This design comes from an exercise in tuning for small area, a short achievable clock period and few clock cycles on the open sky130 flow, not from production work.
RTL that was checked went through simulation tests only; none was proved equivalent to the original.
For run 2, only the layout was checked, not whether the RTL still works.
Power is estimated from default activity; no workload was simulated.

[flow/design.v]
`timescale 1ns/10ps
module JAM (
    input CLK,
    input RST,
    output reg [2:0] W,
    output reg [2:0] J,
    input [6:0] Cost,
    output reg [3:0] MatchCount,
    output reg [9:0] MinCost,
    output reg Valid );
localparam S_SCAN = 2'd0;
localparam S_WAIT = 2'd1;
localparam S_SRCH = 2'd2;
localparam S_DONE = 2'd3;
reg [1:0] state;
reg [6:0] u  [0:7];
reg [6:0] v  [0:7];
reg [2:0] ra [0:7];          
reg       c8;                
reg       p1v;
reg [2:0] p1w;
reg [3:0] p1j;
reg [6:0] cm;                
reg [6:0] vlast;             
reg       r2v;
reg [2:0] r2w, r2j;
reg [6:0] rx;                
reg       bv;
reg [2:0] bw;
reg       vav;               
reg [6:0] vadd;
reg [6:0] badd;
reg [9:0] base;
reg       donescan;
reg       x0go;
reg [9:0] P  [0:7];          
reg [2:0] js [0:6];          
reg [7:0] used;              
reg       cvld;              
reg       cdone;             
reg [2:0] rW, rWm;           
reg [2:0] jWm;               
reg       fv;
reg [2:0] fd, fj;
reg [7:0] fu;
reg [9:0] fpw;               
reg [6:0] fuw;               
reg [6:0] fvj;               
reg [2:0] ffc;               
reg [6:0] creg;
reg       ev;
reg [2:0] ed, ec;
reg [7:0] eu;
reg [9:0] eK;                
reg [7:0] eT;                
reg       eneg;              
reg [2:0] efc;
function [7:0] gtm;          
    input [2:0] a;
    gtm = 8'hfe << a;
endfunction
function [7:0] ltm;          
    input [2:0] a;
    ltm = ~(8'hff << a);
endfunction
function [2:0] pe;           
    input [7:0] x;
    integer k;
    begin
        pe = 3'd0;
        for (k = 7; k >= 0; k = k - 1)
            if (x[k]) pe = k[2:0];
    end
endfunction
function [3:0] cnext;        
    input [7:0] mk;
    input [2:0] a;
    reg   [7:0] hi;
    begin
        hi = mk & gtm(a);
        cnext = {|mk, pe((|hi) ? hi : mk)};
    end
endfunction
function [7:0] between;
    input [2:0] a;
    input [2:0] s;
    between = (a < s) ? (gtm(a) & ltm(s)) : (gtm(a) | ltm(s));
endfunction
function [12:0] add12;
    input [11:0] a;
    input [11:0] b;
    input        cin;
    add12 = {1'b0, a} + {1'b0, b} + {12'd0, cin};
endfunction
function [23:0] csa;
    input [11:0] a;
    input [11:0] b;
    input [11:0] c;
    reg   [11:0] cy;
    begin
        cy = (a & b) | (a & c) | (b & c);
        csa = {a ^ b ^ c, cy[10:0], 1'b0};
    end
endfunction
function [9:0] sel10;
    input [79:0] x;
    input [2:0]  k;
    input [2:0]  o;
    integer n;
    begin
        sel10 = 10'd0;
        for (n = 0; n < 8; n = n + 1)
            sel10 = sel10 | ({10{k == n}} & x[((n + o) & 7) * 10 +: 10]);
    end
endfunction
wire [79:0] raf, uf, vf, Pf, jsf;
genvar gi;
generate
    for (gi = 0; gi < 8; gi = gi + 1) begin : g_flat
        assign raf[gi*10 +: 10] = {7'd0, ra[gi]};
        assign uf[gi*10 +: 10]  = {3'd0, u[gi]};
        assign vf[gi*10 +: 10]  = {3'd0, v[gi]};
        assign Pf[gi*10 +: 10]  = P[gi];
        assign jsf[gi*10 +: 10] = (gi == 7) ? 10'd0 : {7'd0, js[gi]};
    end
endgenerate
wire [2:0]  W1  = W + 3'd1;
wire [9:0]  pw  = sel10(Pf, W, 3'd0);
wire [6:0]  vj  = sel10(vf, J, 3'd0);
wire [6:0]  uw  = sel10(uf, W, 3'd0);
wire [2:0]  ra1 = sel10(raf, W, 3'd1);
wire [7:0]  uc  = used | (8'd1 << J);
wire [7:0]  fhi = ~uc & ~ltm(ra1);
wire [2:0]  fc  = pe((|fhi) ? fhi : ~uc);
wire [23:0] tq0 = csa({2'b00, MinCost}, {2'b11, ~fpw}, {5'd0, fvj});
wire [23:0] tq  = csa(tq0[23:12], tq0[11:0], {5'd0, fuw});
wire [12:0] Ts  = add12(tq[23:12], {tq[11:1], 1'b1}, 1'b0);
wire [11:0] T   = Ts[11:0];
wire [23:0] kq  = csa({2'b00, fpw}, {5'h1f, ~fvj}, {5'h1f, ~fuw});
wire [12:0] Ks  = add12(kq[23:12], {kq[11:1], 1'b1}, 1'b1);
wire [9:0]  K   = Ks[9:0];
wire       cfree = cvld && J == rW && W != 3'd7;
wire [7:0] fA  = ~used;
wire [7:0] gJ  = gtm(J);
wire [7:0] lS  = ltm(rW);
wire [7:0] a1  = fA & gJ & lS;           
wire [7:0] a2  = fA & gJ;                
wire [7:0] a3  = fA & lS;                
wire [3:0] nA  = (J < rW) ? {|a1, pe(a1)} : (|a2) ? {1'b1, pe(a2)} : {|a3, pe(a3)};
wire       okA = nA[3];
wire [2:0] Wm  = W - 3'd1;
wire [2:0] ra2 = sel10(raf, W, 3'd6);   
wire [2:0] jp2 = sel10(jsf, W, 3'd6);   
wire [7:0] uB  = used & ~(8'd1 << jWm);
wire [7:0] fB  = ~uB;
wire [7:0] gB  = gtm(jWm);
wire [7:0] lB  = ltm(rWm);
wire [7:0] b1  = fB & gB & lB;
wire [7:0] b2  = fB & gB;
wire [7:0] b3  = fB & lB;
wire [3:0] nB  = (jWm < rWm) ? {|b1, pe(b1)} : (|b2) ? {1'b1, pe(b2)} : {|b3, pe(b3)};
wire       okB = nB[3];
wire       le    = {1'b0, creg} <= eT;
wire       lt    = {1'b0, creg} <  eT;
wire       acc   = ev && !eneg && le;
wire       leaf  = (ed == 3'd7);
wire       redir = acc && !leaf;
wire [9:0] sum   = eK + creg;                  
wire [6:0] cmin  = (p1w == 3'd0 || Cost < cm) ? Cost : cm;
wire [6:0] ru    = u[r2w];
wire [7:0] rd    = {1'b0, rx} - {1'b0, ru};      
wire       rlt   = rd[7];
wire       rfirst = (r2j == 3'd0);
wire [6:0] nu    = (rfirst || rlt) ? rx : ru;
always @(posedge CLK or posedge RST) begin
    if (RST) begin
        state <= S_SCAN;
        c8 <= 1'b0;
        W <= 3'd0;
        J <= 3'd0;
        Valid <= 1'b0;
        p1v <= 1'b0;
        r2v <= 1'b0;
        bv <= 1'b0;
        vav <= 1'b0;
        donescan <= 1'b0;
        x0go <= 1'b0;
        cvld <= 1'b0;
        cdone <= 1'b0;
        fv <= 1'b0;
        ev <= 1'b0;
    end else begin
        p1v <= (state == S_SCAN);
        r2v <= p1v && p1j != 4'd0;
        bv <= r2v && r2j == 3'd7;
        vav <= p1v && p1j != 4'd8 && p1w == 3'd7;
        donescan <= bv && bw == 3'd7;        
        x0go <= donescan;
        fv <= cvld && !cfree && state == S_SRCH && !redir;
        ev <= fv && !redir;
        case (state)
        S_SCAN: begin
            {c8, J, W} <= {c8, J, W} + 7'd1;
            if (c8 && W == 3'd7) state <= S_WAIT;
        end
        S_WAIT: begin
            if (x0go) begin
                state <= S_SRCH;
                W <= 3'd0;
                J <= ra[0];
                cvld <= 1'b1;
                cdone <= 1'b0;
            end
        end
        S_SRCH: begin
            if (redir) begin
                W <= ed + 3'd1;
                J <= efc;
                cvld <= 1'b1;
                cdone <= 1'b0;
            end else if (cfree) begin
                W <= W1;
                J <= fc;
                cvld <= 1'b1;
            end else if (cdone) begin
                if (!fv && !ev) begin
                    state <= S_DONE;
                    Valid <= 1'b1;
                end
            end else if (okA) begin
                J <= nA[2:0];
                cvld <= 1'b1;
            end else if (W == 3'd0) begin
                cdone <= 1'b1;
                cvld <= 1'b0;
            end else if (okB) begin
                W <= Wm;
                J <= nB[2:0];
                cvld <= 1'b1;
            end else begin
                W <= Wm;
                J <= jWm;
                cvld <= 1'b0;
            end
        end
        default: ;
        endcase
    end
end
integer i;
always @(posedge CLK) begin
    p1w <= W;
    p1j <= {c8, J};
    if (state == S_SCAN || state == S_WAIT) begin
        P[0] <= {3'd0, Cost};
        for (i = 1; i < 8; i = i + 1) P[i] <= P[i - 1];
    end
    if (p1v && p1j != 4'd8) begin
        cm <= cmin;
        if (p1w == 3'd7) begin
            v[p1j[2:0]] <= cmin;
            vlast <= cmin;
        end
    end
    rx <= P[7][6:0] - vlast;
    r2w <= p1w;
    r2j <= p1j[2:0] - 3'd1;
    if (r2v) begin
        u[r2w] <= nu;
        if (rfirst || rlt) ra[r2w] <= r2j;
    end
    badd <= nu;
    bw <= r2w;
    vadd <= cmin;
    if (state == S_SCAN && p1v && p1w == 3'd0 && p1j == 4'd0)
        base <= 10'd0;
    else if (vav || bv)
        base <= base + (vav ? vadd : 7'd0) + (bv ? badd : 7'd0);
    if (x0go)
        P[0] <= base;
    creg <= Cost;
    fd <= W;
    fj <= J;
    fu <= used;
    fpw <= pw;
    fuw <= uw;
    fvj <= vj;
    ffc <= fc;
    ed <= fd;
    ec <= fj;
    eu <= fu;
    eK <= K;
    eneg <= T[11];
    eT <= (T[10:8] != 3'd0) ? 8'hff : T[7:0];
    efc <= ffc;
    if (state != S_SRCH) begin
        rW <= ra[0];
    end else if (redir) begin
        rW <= sel10(raf, ed, 3'd1);
        rWm <= sel10(raf, ed, 3'd0);
        jWm <= ec;
    end else if (cfree) begin
        rW <= ra1;
        rWm <= rW;
        jWm <= J;
    end else if (!cdone && !okA && W != 3'd0) begin
        rW <= rWm;
        rWm <= ra2;
        jWm <= jp2;
    end
    if (state == S_SCAN || state == S_WAIT) begin
        MinCost <= 10'h3ff;
        used <= 8'd0;
    end else if (state == S_SRCH) begin
        if (acc && leaf) begin
            if (lt) begin
                MinCost <= sum;
                MatchCount <= 4'd1;
            end else begin
                MatchCount <= MatchCount + 4'd1;
            end
        end
        if (ev && !leaf) begin
            js[ed] <= ec;
            P[ed + 3'd1] <= sum;
        end
        if (cfree) begin
            js[W] <= J;
            P[W1] <= pw;
        end
        if (redir) begin
            used <= eu | (8'd1 << ec);
        end else if (cfree) begin
            used <= uc;
        end else if (!cdone && !okA && W != 3'd0) begin
            used <= uB;
        end
    end
end
endmodule
[flow/run.sh]
#!/bin/bash
# synth_recipe.tcl (not shown) runs the flow's synth.tcl, then flattens the netlist and writes it again
# the make line also repeats each setting of config.mk as NAME=value (left out here)
make -C /OpenROAD-flow-scripts/flow DESIGN_CONFIG=/design/flow/config.mk WORK_HOME=/design/flow/orfs CLKGATE_MAP_FILE= SYNTH_SCRIPT=/design/flow/synth_recipe.tcl finish
[flow/config.mk]
export PLATFORM = sky130hd
export DESIGN_NAME = JAM
export DESIGN_NICKNAME = JAM
export VERILOG_FILES = /design/flow/design.v
export SDC_FILE = /design/flow/constraint.sdc
export NUM_CORES = 4
export LEC_CHECK = 0
export ABC_AREA = 1
export CAP_MARGIN = 20
export CORE_MARGIN = 2
export CORE_UTILIZATION = 65
export SETUP_SLACK_MARGIN = 2.8
export SLEW_MARGIN = 20
[flow/constraint.sdc]
create_clock -name core_clock -period 6.0 [get_ports {CLK}]
set_input_delay 1.2000 -clock core_clock [delete_from_list [all_inputs] [get_ports {CLK}]]
set_output_delay 1.2000 -clock core_clock [all_outputs]
set_load 0.01 [all_outputs]
==> results of run 1 <==
flip-flops by register name, indices dropped and copies added, names as in the netlist, 4 cells and up:
signal / count
rx: 7
used: 8
vadd: 7
badd: 7
cm: 7
ra: 24
fvj: 7
v: 56
eu: 8
P: 80
MinCost: 10
fpw: 10
eK: 10
MatchCount: 4
vlast: 7
js: 21
base: 10
u: 56
fuw: 7
creg: 7
fu: 8
eT: 8
per-stage QoR:
stage	power, mW	instances	hold slack, ns	cell area [sq um]
2_1_floorplan	4.13	2415	0.310	22100
3_3_place_gp	4.41	2848	0.311	22800
3_5_place_dp	4.47	2848	0.314	22800
4_1_cts	7.26	2954	0.321	24800
5_1_grt	7.56	3015	0.322	25700
6_report	7.33	3016	0.322	25700
logic make-up (layout without fill, tap and decap cells):
kind of cell	Yosys count	in the layout
AND/OR/NAND/NOR	783	783
AO/OA/AOI/OAI	606	607
buffers and inverters	444	595
flip-flops	424	424
adder cells (fa/ha/maj)	122	122
XOR/XNOR	36	36
other	0	1
power by group:
| part | leakage [nW] | total, mW | switching [mW] | internal [mW] |
|---|---|---|---|---|
| Clock | 0.724 | 2.81 | 1.18 | 1.63 |
| Combinational | 6.12 | 1.08 | 0.671 | 0.408 |
| Sequential | 3.93 | 3.44 | 0.140 | 3.30 |
| Total | 10.8 | 7.33 | 1.99 | 5.34 |
Yosys cell counts (22+ instances only):
library cell	n
nor2_1	185
a221oi_1	36
o22ai_1	40
dfxtp_1	140
nand2_1	416
inv_1	349
inv_2	24
fa_1	33
o21ai_0	200
xor2_1	28
nand3_1	95
o21ai_1	29
o211ai_1	39
a21oi_1	155
clkbuf_1	41
ha_1	89
edfxtp_1	264
a22oi_1	22
what timing repair did:
action / CTS / global route
gates resized for setup: 102 / 106
endpoints found under the setup margin: 371 / 314
hold buffers: 0 / 0
buffers inserted: 23 / 58
cloned: 2 / 3
pin swaps: 16 / 27
final timing paths:
check	slack (ns)	cells past startpoint	end	start
setup / recovery	2.68	16	eT[3]	fvj[2]
hold / removal	0.32	0	eu[6]	fu[6]
setup reg to reg	2.68	16	eT[3]	fvj[2]
hold reg to reg	0.32	0	eu[6]	fu[6]
max in group asynchronous	4.17	2	W[2]	RST
min in group asynchronous	1.14	2	vav	RST
layout make-up:
type,count,area [sq um]
antenna,1,2.50
clock buffer,59,1240
clock inverter,22,240
fill,2227,7750
inverter,382,1540
multi-input combinational,1548,9740
sequential,424,11300
tap,448,561
timing repair buffer,128,1080
timing repair inverter,4,25.0
metal layers:
layer	global-route usage	wire, um
met1	0.542	26800
met2	0.600	31400
met3	0.125	11300
met4	0.207	4390
met5	0	11
==> impl_results.md, run 1 <==
* Status: finished clean
* Clock-pin slew on the worst setup and hold paths at 0.07 ns
* Crit-path cells: inv_4 -> fa_1 -> inv_1 -> fa_2 -> ha_4 -> a21oi_2 -> nand2_2 -> a21oi_2 -> o21bai_1 -> a21o_1 -> a21oi_2 -> o21ai_2 -> xor2_2 -> nor3_4 -> buf_6 -> nand2_1
* Mapped Area at 0.0221 sq mm
* DIE AREA at 0.0354 sq mm
* Main combinational cell family by area after synthesis: compound AO/OA/AOI/OAI gates
* Fin. max-slew vios at 0
* RSZ-0062 raised after global routing: yes
* Ys Warns at 1
* Total gr overflow at 0
* Max Fclk at 301 MHz
* Worst endpoint data arrival time at 3.78 ns
* Initial Util at 0.660
* Endpoints failing setup at 0
* First-pass GRT wire length at 108000 um
* Slew headroom at 0.347
* Total number of vias at 19.6k
* Count of cell types in the netlist at 64
* Starting DRT DRC Count at 3236
* Crit-path most repeated cell: a21oi_2
* Final Cycle Share at 0.554
* WP data required at 6.46 ns
* Most common flop cell mapped by yosys: edfxtp_1
* CTS buffer count at 44
* Total leakage power at 10.8 nW
* Post-route ant nets at 0
* CP max-delay cell: fa_2
* DRC errors left at 0
* RePlAce Congestion at 1.08
* # IOs at 30
* Synth top area cells: edfxtp_1, dfxtp_1, nand2_1
* Setup Skew at 0.0250 ns
* Async SR Flop Fraction at 0.0472
* Register area share after synthesis at 0.509
* Syn Nets at 2546
* Buf/Inv on CP at 3
* Commonest non-fill, non-tap cell in the layout: nand2_1
* DP HPWL at 51700 um
* Antenna violations before repair at 3
* Dominant delay contributor by cell family on the critical path: adder cells
* I/O Buffers at 29
* Final hold violation count at 0
* Synthesized area per cell at 9.14 sq um
* Crit path time final at 3.32 ns
* Compound-cell area share of the yosys netlist at 0.166
* Setup TNS at 0 ns
* Clk root buf: clkbuf_16
* Mapped Cells at 2415
* Via density at 6.49
* Post-synth EDFFs at 264
* Worst skew pair latency at 0.59 ns
* CP peak stage delay at 0.54 ns
* Nets at 2663
* Seq cells post-synth at 424
* Post-synthesis adder-cell area fraction at 0.0804
* Clock sink count at 424
* Crit start category: flip-flop
* Standard-cell rows at 67
* Area grow syn2layout at 16.4%
* DR pass1 iterations at 13
* CP Class: reg -> reg
* Crit path capture type: flip-flop
* XOR/XNOR Fraction of Synth Area at 0.0143
* Die width at 188 um
* CTS tree: yes
* Maximum root-to-sink buffer count at 3
* Final WS setup at 2.68 ns
* Multiplexer area fraction after synthesis at 0
* Cell type with the largest total area after synthesis: edfxtp_1
* WL final at 73900 um
* Max Cap Viol at 0
* Worst-Margin Slew at 0.976 ns
* Worst Path Max Fanout at 7
* Die H at 188 um
* Pre-CTS setup slack at 1.85 ns
* Clock H-tree levels at 2
* Worst VDD drop at 0.376 mV
* Vias in the first global route at 18.2k
* Largest net degree at the start of global routing at 25
* Final Util at 0.768
* Simple-gate share of the synthesized area at 0.152
* Hold Crit Class: reg -> reg
* Top cell type's share of synthesized area at 0.359
* Mean routed wirelength per cell at 24.5 um
* Share of layout cells above drive strength 1 at 0.152
* Core box area at 0.0334 sq mm
* Global-route usage over all layers at 0.405
* PwrDens at 285 mW/mm^2
* Most frequent cells in the layout: nand2_1, inv_1, edfxtp_1
Testbench counts, summed over its fixed seeds: cycles 7,032.
==> inputs of run 2 (changes only) <==
--- a/flow/design.v
+++ b/flow/design.v
@@ -14,4 +14,5 @@
 localparam S_DONE = 2'd3;
 reg [1:0] state;
+reg [2:0] Wc, Jc;
 reg [6:0] u  [0:7];
 reg [6:0] v  [0:7];
@@ -125,10 +126,10 @@
     end
 endgenerate
-wire [2:0]  W1  = W + 3'd1;
-wire [9:0]  pw  = sel10(Pf, W, 3'd0);
-wire [6:0]  vj  = sel10(vf, J, 3'd0);
-wire [6:0]  uw  = sel10(uf, W, 3'd0);
-wire [2:0]  ra1 = sel10(raf, W, 3'd1);
-wire [7:0]  uc  = used | (8'd1 << J);
+wire [2:0]  W1  = Wc + 3'd1;
+wire [9:0]  pw  = sel10(Pf, Wc, 3'd0);
+wire [6:0]  vj  = sel10(vf, Jc, 3'd0);
+wire [6:0]  uw  = sel10(uf, Wc, 3'd0);
+wire [2:0]  ra1 = sel10(raf, Wc, 3'd1);
+wire [7:0]  uc  = used | (8'd1 << Jc);
 wire [7:0]  fhi = ~uc & ~ltm(ra1);
 wire [2:0]  fc  = pe((|fhi) ? fhi : ~uc);
@@ -140,16 +141,16 @@
 wire [12:0] Ks  = add12(kq[23:12], {kq[11:1], 1'b1}, 1'b1);
 wire [9:0]  K   = Ks[9:0];
-wire       cfree = cvld && J == rW && W != 3'd7;
+wire       cfree = cvld && Jc == rW && Wc != 3'd7;
 wire [7:0] fA  = ~used;
-wire [7:0] gJ  = gtm(J);
+wire [7:0] gJ  = gtm(Jc);
 wire [7:0] lS  = ltm(rW);
 wire [7:0] a1  = fA & gJ & lS;           
 wire [7:0] a2  = fA & gJ;                
 wire [7:0] a3  = fA & lS;                
-wire [3:0] nA  = (J < rW) ? {|a1, pe(a1)} : (|a2) ? {1'b1, pe(a2)} : {|a3, pe(a3)};
+wire [3:0] nA  = (Jc < rW) ? {|a1, pe(a1)} : (|a2) ? {1'b1, pe(a2)} : {|a3, pe(a3)};
 wire       okA = nA[3];
-wire [2:0] Wm  = W - 3'd1;
-wire [2:0] ra2 = sel10(raf, W, 3'd6);   
-wire [2:0] jp2 = sel10(jsf, W, 3'd6);   
+wire [2:0] Wm  = Wc - 3'd1;
+wire [2:0] ra2 = sel10(raf, Wc, 3'd6);   
+wire [2:0] jp2 = sel10(jsf, Wc, 3'd6);   
 wire [7:0] uB  = used & ~(8'd1 << jWm);
 wire [7:0] fB  = ~uB;
@@ -177,4 +178,6 @@
         state <= S_SCAN;
         c8 <= 1'b0;
+        Wc <= 3'd0;
+        Jc <= 3'd0;
         W <= 3'd0;
         J <= 3'd0;
@@ -201,11 +204,14 @@
         case (state)
         S_SCAN: begin
-            {c8, J, W} <= {c8, J, W} + 7'd1;
-            if (c8 && W == 3'd7) state <= S_WAIT;
+            {c8, Jc, Wc} <= {c8, Jc, Wc} + 7'd1;
+            {J, W} <= {Jc, Wc} + 6'd1;
+            if (c8 && Wc == 3'd7) state <= S_WAIT;
         end
         S_WAIT: begin
             if (x0go) begin
                 state <= S_SRCH;
+                Wc <= 3'd0;
                 W <= 3'd0;
+                Jc <= ra[0];
                 J <= ra[0];
                 cvld <= 1'b1;
@@ -215,10 +221,14 @@
         S_SRCH: begin
             if (redir) begin
+                Wc <= ed + 3'd1;
                 W <= ed + 3'd1;
+                Jc <= efc;
                 J <= efc;
                 cvld <= 1'b1;
                 cdone <= 1'b0;
             end else if (cfree) begin
+                Wc <= W1;
                 W <= W1;
+                Jc <= fc;
                 J <= fc;
                 cvld <= 1'b1;
@@ -229,20 +239,28 @@
                 end
             end else if (okA) begin
+                Jc <= nA[2:0];
                 J <= nA[2:0];
                 cvld <= 1'b1;
-            end else if (W == 3'd0) begin
+            end else if (Wc == 3'd0) begin
                 cdone <= 1'b1;
                 cvld <= 1'b0;
             end else if (okB) begin
+                Wc <= Wm;
                 W <= Wm;
+                Jc <= nB[2:0];
                 J <= nB[2:0];
                 cvld <= 1'b1;
             end else begin
+                Wc <= Wm;
                 W <= Wm;
+                Jc <= jWm;
                 J <= jWm;
                 cvld <= 1'b0;
             end
         end
-        default: ;
+        default: begin
+            W <= 3'd0;
+            J <= 3'd0;
+        end
         endcase
     end
@@ -250,6 +268,6 @@
 integer i;
 always @(posedge CLK) begin
-    p1w <= W;
-    p1j <= {c8, J};
+    p1w <= Wc;
+    p1j <= {c8, Jc};
     if (state == S_SCAN || state == S_WAIT) begin
         P[0] <= {3'd0, Cost};
@@ -280,6 +298,6 @@
         P[0] <= base;
     creg <= Cost;
-    fd <= W;
-    fj <= J;
+    fd <= Wc;
+    fj <= Jc;
     fu <= used;
     fpw <= pw;
@@ -303,6 +321,6 @@
         rW <= ra1;
         rWm <= rW;
-        jWm <= J;
-    end else if (!cdone && !okA && W != 3'd0) begin
+        jWm <= Jc;
+    end else if (!cdone && !okA && Wc != 3'd0) begin
         rW <= rWm;
         rWm <= ra2;
@@ -326,5 +344,5 @@
         end
         if (cfree) begin
-            js[W] <= J;
+            js[Wc] <= Jc;
             P[W1] <= pw;
         end
@@ -333,5 +351,5 @@
         end else if (cfree) begin
             used <= uc;
-        end else if (!cdone && !okA && W != 3'd0) begin
+        end else if (!cdone && !okA && Wc != 3'd0) begin
             used <= uB;
         end
--- a/flow/config.mk
+++ b/flow/config.mk
@@ -6,8 +6,7 @@
 export NUM_CORES = 4
 export LEC_CHECK = 0
-export ABC_AREA = 1
 export CAP_MARGIN = 20
 export CORE_MARGIN = 2
 export CORE_UTILIZATION = 65
-export SETUP_SLACK_MARGIN = 2.8
+export SETUP_SLACK_MARGIN = 2.7
 export SLEW_MARGIN = 20
==> impl_results.md, run 2 <==
* Status: finished clean
* DP HPWL at 48000 um
* Diodes inserted at 0
* Largest Register: P
* Clock sink count at 430
* R2R Path End: eT[4]
* WL final at 69500 um
* Hold path endpoint: efc[0]
* GRT met2 Usage at 0.564
* Async SR Flop Fraction at 0.0605
* Clock-pin slew on the worst setup and hold paths at 0.06 ns
* Synthesized area per cell at 10.5 sq um
* Via density at 6.80
* Share of layout cells above drive strength 1 at 0.168
* Crit path capture type: flip-flop
* Most common flop cell mapped by yosys: edfxtp_1
* R2r startpoint: fvj[1]
* Largest net degree at the start of global routing at 45
* Ys Warns at 1
* Most frequent cell after synthesis: edfxtp_1
* Antenna violations before repair at 5
* CTS tree: yes
* Nets at 2358
* Post-route ant nets at 0
* Area grow syn2layout at 15.4%
* Core box area at 0.0345 sq mm
* Cell type with the largest total area after synthesis: edfxtp_1
* Crit path time final at 3.50 ns
* Crit start category: flip-flop
* Worst skew pair latency at 0.61 ns
* Max Cap Viol at 0
* Post-synth EDFFs at 264
* Mapped Area at 0.0228 sq mm
* RePlAce Congestion at 0.953
* Hold Crit Class: reg -> reg
* Endpoints failing setup at 0
* GR Util met3 at 0.106
* Fin. max-slew vios at 0
* Hold path depth at 0
* CTS buffer count at 45
* Count of cell types in the netlist at 91
* Total leakage power at 10.6 nW
* Top cell type's share of synthesized area at 0.348
* Initial Util at 0.659
* Worst endpoint data arrival time at 4.01 ns
* Mapped Cells at 2170
* Final hold violation count at 0
* # IOs at 30
* I/O Buffers at 29
* Most frequent cells in the layout: edfxtp_1, nand2_1, nor2_1
* Die width at 191 um
* DR pass1 iterations at 12
* Max reg flops at 80
* Pre-CTS setup slack at 1.88 ns
* Standard-cell rows at 68
* GRT Max-Usage Layer: met2
* Commonest cells in the netlist: edfxtp_1, nand2_1, nor2_1
* Slew headroom at 0.210
* Worst setup startpoint: fvj[1]
* Met1 GRT Util at 0.523
* Worst-Margin Slew at 1.18 ns
* Post-CTS Hold Buffers at 0
* WP data required at 6.51 ns
* Die H at 191 um
* Final Cycle Share at 0.584
* First-pass GRT wire length at 103000 um
* Flop2flop setup slack at 2.50 ns
* Total number of vias at 18.5k
* Mean routed wirelength per cell at 25.6 um
* Worst VDD drop at 0.343 mV
* CP Class: reg -> reg
* Synth top area cells: edfxtp_1, dfxtp_1, ha_1
* Syn Nets at 2302
* Seq cells post-synth at 430
* Starting DRT DRC Count at 2723
* Vias in the first global route at 17.2k
* Worst Path Max Fanout at 8
* Register area share after synthesis at 0.500
* Max Fclk at 285 MHz
* Global-route usage over all layers at 0.377
* Clk root buf: clkbuf_16
* Commonest non-fill, non-tap cell in the layout: edfxtp_1
* Total gr overflow at 0
* DIE AREA at 0.0366 sq mm
* Setup TNS at 0 ns
* Setup Skew at 0.0416 ns
* Worst reg2reg path depth at 14
* PwrDens at 282 mW/mm^2
* Maximum root-to-sink buffer count at 3
* Clock H-tree levels at 2
* Final WS setup at 2.50 ns
* DRC errors left at 0
* RSZ-0062 raised after global routing: yes
* Hold_sp: ffc[0]
-- run 2: cell count changes after synthesis, moves of 23 or more --
cell	delta
nand2_1	-232
inv_1	-214
o21ai_0	-84
a222oi_1	+65
mux2i_1	+60
nand3_1	-56
clkbuf_1	+46
mux2_2	+40
o22ai_1	-32
o21ai_1	-25
nor2b_1	+24
a21o_1	+23
inv_2	-23
nand2b_1	+23
-- run 2: final cells by class --
cell class | count | area, sq um
repair inverters | 1 | 7.51
fillers | 2239 | 8270
multi-input cells | 1473 | 11000
well taps | 455 | 569
flip-flops and latches | 430 | 11400
inverters | 137 | 533
clock buffers | 53 | 1190
clock inverters | 31 | 405
repair buffers | 138 | 1220
-- run 2: power by group --
part	switching (mW)	total, mW	internal, mW
sequential	0.124	3.44	3.32
clock	1.23	2.98	1.74
combinational	0.540	0.995	0.454
total	1.90	7.41	5.52
-- run 2: metal layers --
layer,vias to the layer above,part of all wire
li1,8187,-
met1,8826,0.38
met2,1280,0.44
met3,190,0.13
met4,8,0.046
met5,-,0.00085
-- run 2: worst max path at each step --
stage | to | depth (start not counted)
finish | eT[4] | 14
global route | eT[6] | 14
CTS | eT[6] | 15
detailed placement | v[7][3] | 10
global placement | v[0][3] | 10
floorplan | ra[1][0] | 13
-- run 2: critical path, stage by stage (launching register included) --
cell and delay [ns]:
dfxtp_2 0.32, inv_2 0.05, fa_1 0.53, inv_1 0.05, fa_1 0.50, ha_1 0.31, a21o_1 0.18, a21oi_2 0.18
o21ai_2 0.09, a21oi_2 0.18, o21ai_2 0.11, a211oi_2 0.27, nor2_2 0.08, o31a_1 0.41, o211ai_1 0.14
-- run 2: logic make-up after synthesis --
group | Yosys count | synth area share
flops | 430 | 0.500
xor+xnor | 41 | 0.0158
mux | 108 | 0.0540
buf+inv | 268 | 0.0458
fa+ha+maj | 123 | 0.0784
simple gates | 584 | 0.120
compound gates | 616 | 0.186
-- run 2: metrics by stage --
| stage | utilization | power, mW | hold WS (ns) | area (sq um) | std cells |
|---|---|---|---|---|---|
| final | 0.761 | 7.41 | 0.327 | 26300 | 2718 |
| after global routing | 0.761 | 7.68 | 0.333 | 26300 | 2718 |
| after CTS | 0.739 | 7.35 | 0.328 | 25500 | 2673 |
| after detailed placement | 0.678 | 4.38 | 0.315 | 23400 | 2556 |
| after global placement | 0.678 | 4.35 | 0.310 | 23400 | 2556 |
| after floorplan | - | 4.13 | 0.310 | 22800 | 2170 |
-- run 2: repair_timing --
action | 4_1_cts | 5_1_grt
resized for setup | 76 | 77
buffers inserted | 31 | 44
pin swaps | 24 | 39
endpoints found under the setup margin | 409 | 242
cloned | 2 | 1

==> re-timing with driven ports <==
In the flow no input, the clock included, has a driving cell. The finished layouts below were timed again as built, in two steps. Step 1: set_driving_cell puts a clkbuf_16 on CLK and a buf_2 on each other input, an assumption about the parent block. Step 2 adds t to the input delays and takes it off the output delays; t is the mean of the earliest and latest rising clock arrival at the registers after step 1. Input paths then give back, and output paths get back, about the clock's delay inside the block. Slacks: ideal / step 1 / step 2; pairs: ideal / step 1.
run	t (ns)	slack for setup (ns)	worst setup path at the end	clock arrival spread, ns
run 1	0.635	2.676 / 2.676 / 2.339	input to register	0.026 / 0.026
run 2	0.645	2.496 / 2.496 / 2.117	input to register	0.045 / 0.045
After both steps setup and hold are still met in every run listed. For run 2, which loses most, drivers alone change the setup slack by 0.000 ns; drivers and shift together by -0.379 ns.
